Background: an optimization exercise with open tools, aiming at small area, a short achievable clock period and few clock cycles per item. Do not read the settings as production practice.
At most, simulation tests tie the RTL to the original design; equivalence was not proved.
Power and IR drop assume default switching activity.

==> pepper: inputs <==
Design wallace_multi, start of the top module:
module wallace_multi (
    input clk,
    input rst,
    input [15:0] a,
    input [15:0] b,
    output reg [31:0] p,
    output reg done
);
==> flow/config.mk <==
export PLATFORM = sky130hd
export DESIGN_NAME = wallace_multi
export DESIGN_NICKNAME = wallace_multi
export VERILOG_FILES = /design/flow/design.v
export SDC_FILE = /design/flow/constraint.sdc
export NUM_CORES = 4
export LEC_CHECK = 0
export CAP_MARGIN = 20
export CORE_MARGIN = 2
export CORE_UTILIZATION = 40
export SETUP_SLACK_MARGIN = 1.5
export SLEW_MARGIN = 20
export SYNTH_HIERARCHICAL = 1
==> flow/constraint.sdc <==
create_clock -name core_clock -period 4.0 [get_ports {clk}]
set_input_delay 0.8000 -clock core_clock [delete_from_list [all_inputs] [get_ports {clk}]]
set_output_delay 0.8000 -clock core_clock [all_outputs]
set_load 0.01 [all_outputs]
run.sh (not shown) runs the stock make flow with config.mk's settings and CLKGATE_MAP_FILE= SYNTH_SCRIPT=/design/flow/synth_recipe.tcl, a recipe that flattens the netlist after the stock synthesis.
==> harbor (differences from pepper) <==
SETUP_SLACK_MARGIN = not set   (was 1.5)
==> run notes <==
Utilization: harbor is lower than pepper (9.2 points). Of harbor and pepper, pepper has the higher combinational power (gap 24%, measured against pepper). Against pepper, the non-clock buffer count of harbor is lower by 136. In die area, harbor and pepper do not differ. Sequential power is about the same in pepper and harbor. Of pepper and harbor, pepper has the higher final area (gap 20%, measured against harbor).
==> figures <==
|  | pepper | harbor |
|---|---|---|
| Run status | finished clean | finished clean |
| Routed wire length on met2 | 13200 um | 9640 um |
| Launch point of the worst path | r423 | b_r[2] |
| Ratio of layout area to synthesized area | 1.373x | 1.148x |
| Endpoint, Worst Hold | p[1] | p[0] |
| Clock network fraction of total power | 21.6% | 21.0% |
| Global-route total usage across every layer | 18.5% | 15.9% |
| Total of clock buffers placed in the layout | 28 | 27 |
| Biggest cell delay along the critical path | 0.58 ns | 0.82 ns |
| Area of all placed cells without fillers | 15100 um2 | 12600 um2 |
| RSZ-0062 raised after global routing | true | false |
| Maximum fanout along the worst path | 4 | 16 |
| Combinational power share | 49.5% | 44.5% |
| Number of logic stages on the critical path including buffering | 9 | 5 |
Function was not checked in any run of this note: the RTL went through the layout flow alone.

* * *

==> run Y <==
Another version of the RTL of wallace_multi (not shown whole).
## wallace_multi
module wallace_multi (
    input clk,
    input rst,
    input [15:0] a,
    input [15:0] b,
    output reg [31:0] p,
    output reg done
);
export LEC_CHECK = 0
export CAP_MARGIN = 20
export CORE_MARGIN = 2
export CORE_UTILIZATION = 40
export CTS_BUF_LIST = sky130_fd_sc_hd__clkbuf_8
export CTS_CLUSTER_DIAMETER = 80
export CTS_CLUSTER_SIZE = 16
export SETUP_SLACK_MARGIN = 2.0
export SLEW_MARGIN = 20
export SYNTH_HIERARCHICAL = 1
create_clock -name core_clock -period 4.0 [get_ports {clk}]
standard.sh (not shown) runs the stock make flow with config.mk's settings and CLKGATE_MAP_FILE= SYNTH_SCRIPT=/design/flow/synth_recipe.tcl, a recipe that flattens the netlist after the stock synthesis.
==> flow/flow/run.sh <==
#!/bin/bash
set -euo pipefail
export BUFFER_PORTS_ARGS="-buffer_cell sky130_fd_sc_hd__buf_1"
bash standard.sh finish > orfs_make.log 2>&1
==> inputs of run X, as changes to run Y <==
--- a/flow/config.mk
+++ b/flow/config.mk
@@ -11,6 +11,6 @@
 export CTS_BUF_LIST = sky130_fd_sc_hd__clkbuf_8
 export CTS_CLUSTER_DIAMETER = 80
 export CTS_CLUSTER_SIZE = 16
-export SETUP_SLACK_MARGIN = 2.0
+export SETUP_SLACK_MARGIN = 1.9
 export SLEW_MARGIN = 20
 export SYNTH_HIERARCHICAL = 1
==> inputs of run F, as changes to run Y <==
--- a/flow/config.mk
+++ b/flow/config.mk
@@ -7,10 +7,10 @@
 export LEC_CHECK = 0
 export CAP_MARGIN = 20
 export CORE_MARGIN = 2
-export CORE_UTILIZATION = 40
+export CORE_UTILIZATION = 50
 export CTS_BUF_LIST = sky130_fd_sc_hd__clkbuf_8
 export CTS_CLUSTER_DIAMETER = 80
 export CTS_CLUSTER_SIZE = 16
-export SETUP_SLACK_MARGIN = 2.0
+export SETUP_SLACK_MARGIN = 1.9
 export SLEW_MARGIN = 20
 export SYNTH_HIERARCHICAL = 1
==> results.cfg <==
[outcome]
status = finished clean

[power_and_ir_drop]
power_frac_comb = 0.457

[die]
initial_core_util = 0.511

[clock_network]
postCtsSetupBuffers = 9

[placed_design]
routabilityCongestion = 0.865

[worst_setup_path]
worstPathRequired_ns = 4.39

[final_layout]
final_cells = 1208
-- figures above: run F

==> results.cfg <==
[global_route]
busiest_layer = met2
grt_max_degree = 20

[outcome]
status = finished clean

[power_and_ir_drop]
power_frac_comb = 0.471

[placed_design]
routabilityCongestion = 0.845

[final_layout]
final_cells = 1307
-- figures above: run Y

==> results.cfg <==
[outcome]
status = finished clean

[final_layout]
final_cells = 1264

[worst_setup_path]
worstPathRequired_ns = 4.40

[flow_run]
drv_cap = 0

[placed_design]
routabilityCongestion = 0.802

[clock_network]
postCtsSetupBuffers = 11

[power_and_ir_drop]
power_frac_comb = 0.459
-- figures above: run X

Testbench counts of run Y, summed over its fixed seeds: cycles 16,024, items 16,000.
Testbench counts of run X, summed over its fixed seeds: cycles 16,024, items 16,000.
Testbench counts of run F, summed over its fixed seeds: cycles 16,024, items 16,000.

* * *

==> job 3998: inputs <==
wallace_multi, a different RTL version from the one above (not shown whole).
==> module mbs, before the edit <==
module mbs (input one, input a1, input two, input a0, input neg, output x);
    assign x = ((one & a1) | (two & a0)) ^ neg;
endmodule
clock: 4.0 ns
lec_check: 0
cap_margin: 20
core_margin: 2
core_utilization: 40
setup_slack_margin: 1.6
slew_margin: 20
synth_hierarchical: 1
==> flow/flow/run.sh <==
#!/bin/bash
set -euo pipefail
export BUFFER_PORTS_ARGS="-buffer_cell sky130_fd_sc_hd__buf_2"
bash standard.sh finish > orfs_make.log 2>&1
==> inputs of job 7590, as changes to job 3998 <==
--- a/flow/design.v
+++ b/flow/design.v
@@ -1693,3 +1693,11 @@
 module mbs (input one, input a1, input two, input a0, input neg, output x);
-    assign x = ((one & a1) | (two & a0)) ^ neg;
+    wire m;
+    ma22o u0 (.a(one), .b(a1), .c(two), .d(a0), .y(m));
+    mxor u1 (.a(m), .b(neg), .y(x));
+endmodule
+module ma22o (input a, input b, input c, input d, output y);
+    assign y = (a & b) | (c & d);
+endmodule
+module mxor (input a, input b, output y);
+    assign y = a ^ b;
 endmodule
--- a/flow/config.mk
+++ b/flow/config.mk
@@ -10,2 +10,4 @@
 export CORE_UTILIZATION = 40
+export CTS_BUF_LIST = sky130_fd_sc_hd__clkbuf_8
+export CTS_CLUSTER_SIZE = 30
 export SETUP_SLACK_MARGIN = 1.6
==> comparison table <==
| item | job 7590 | job 3998 |
|---|---|---|
| Multi-input gate area | 0.00623 mm^2 | 0.00672 mm^2 |
| Buffers, non-clock | 75 | 82 |
| Min setup slack post-route | 1.59 ns | 1.55 ns |
| Run status | complete, no violations | complete, no violations |
| Final instance area | 0.0129 mm^2 | 0.0135 mm^2 |
| Post-synthesis share of cell area spent on xor and xnor gates | 13.5% | 12.9% |
| Number of clock-tree buffers in the layout | 51 | 39 |
| Overall die width | 170 um | 173 um |
| Data arrival at the endpoint of the critical path | 2.83 ns | 2.87 ns |
| Final nets | 1152 | 1145 |
| Sum of internal, switching and leakage power | 10800 uW | 11200 uW |
| Die outline height | 170 um | 173 um |
| PD cells | 840 mW/mm^2 | 831 mW/mm^2 |
| Syn-to-layout area delta | 16.9% | 17.9% |
| Sum of routed wire segments on met1 | 10700 um | 11500 um |
| Grt met3 use | 3.30% | 2.86% |
Testbench counts of job 7590, summed over its fixed seeds: cycles 16,024, items 16,000.
No functional check of the RTL was part of job 3998.

==> separate check: timing with driven ports <==
In the flow no input, the clock included, has a driving cell. The finished layouts below were timed again as built, in two steps.
Step 1 sets driving cells, clkbuf_16 on the clock port and buf_2 on the other inputs (assumed; they add their load-dependent delay and slew).
Step 2, shift: input delay + t, output delay - t, t = (earliest + latest rising clock arrival at the registers) / 2. This alone moves slack from input paths to output paths.
a / b / c = no drivers / after step 1 / after step 2; a / b = the first two.
| run | shift t [ns] | setup slack, ns | worst setup path at the end | worst data-port slew with drivers (ns) | pins driven straight from the clock port |
|---|---|---|---|---|---|
| pepper | 0.577 | 1.356 / 1.356 / 1.356 | register to register | 0.04 | 1 |
| harbor | 0.558 | 0.930 / 0.930 / 0.930 | register to register | 0.04 | 1 |
| run Y | 0.560 | 1.911 / 1.911 / 1.911 | register to register | 0.05 | 1 |
| run X | 0.555 | 1.938 / 1.938 / 1.938 | register to register | 0.04 | 1 |
| run F | 0.552 | 1.912 / 1.912 / 1.912 | register to register | 0.05 | 1 |
| job 3998 | 0.564 | 1.545 / 1.545 / 1.545 | register to register | 0.04 | 1 |
| job 7590 | 0.561 | 1.592 / 1.592 / 1.592 | register to register | 0.04 | 1 |
After both steps setup and hold are still met in every run listed.
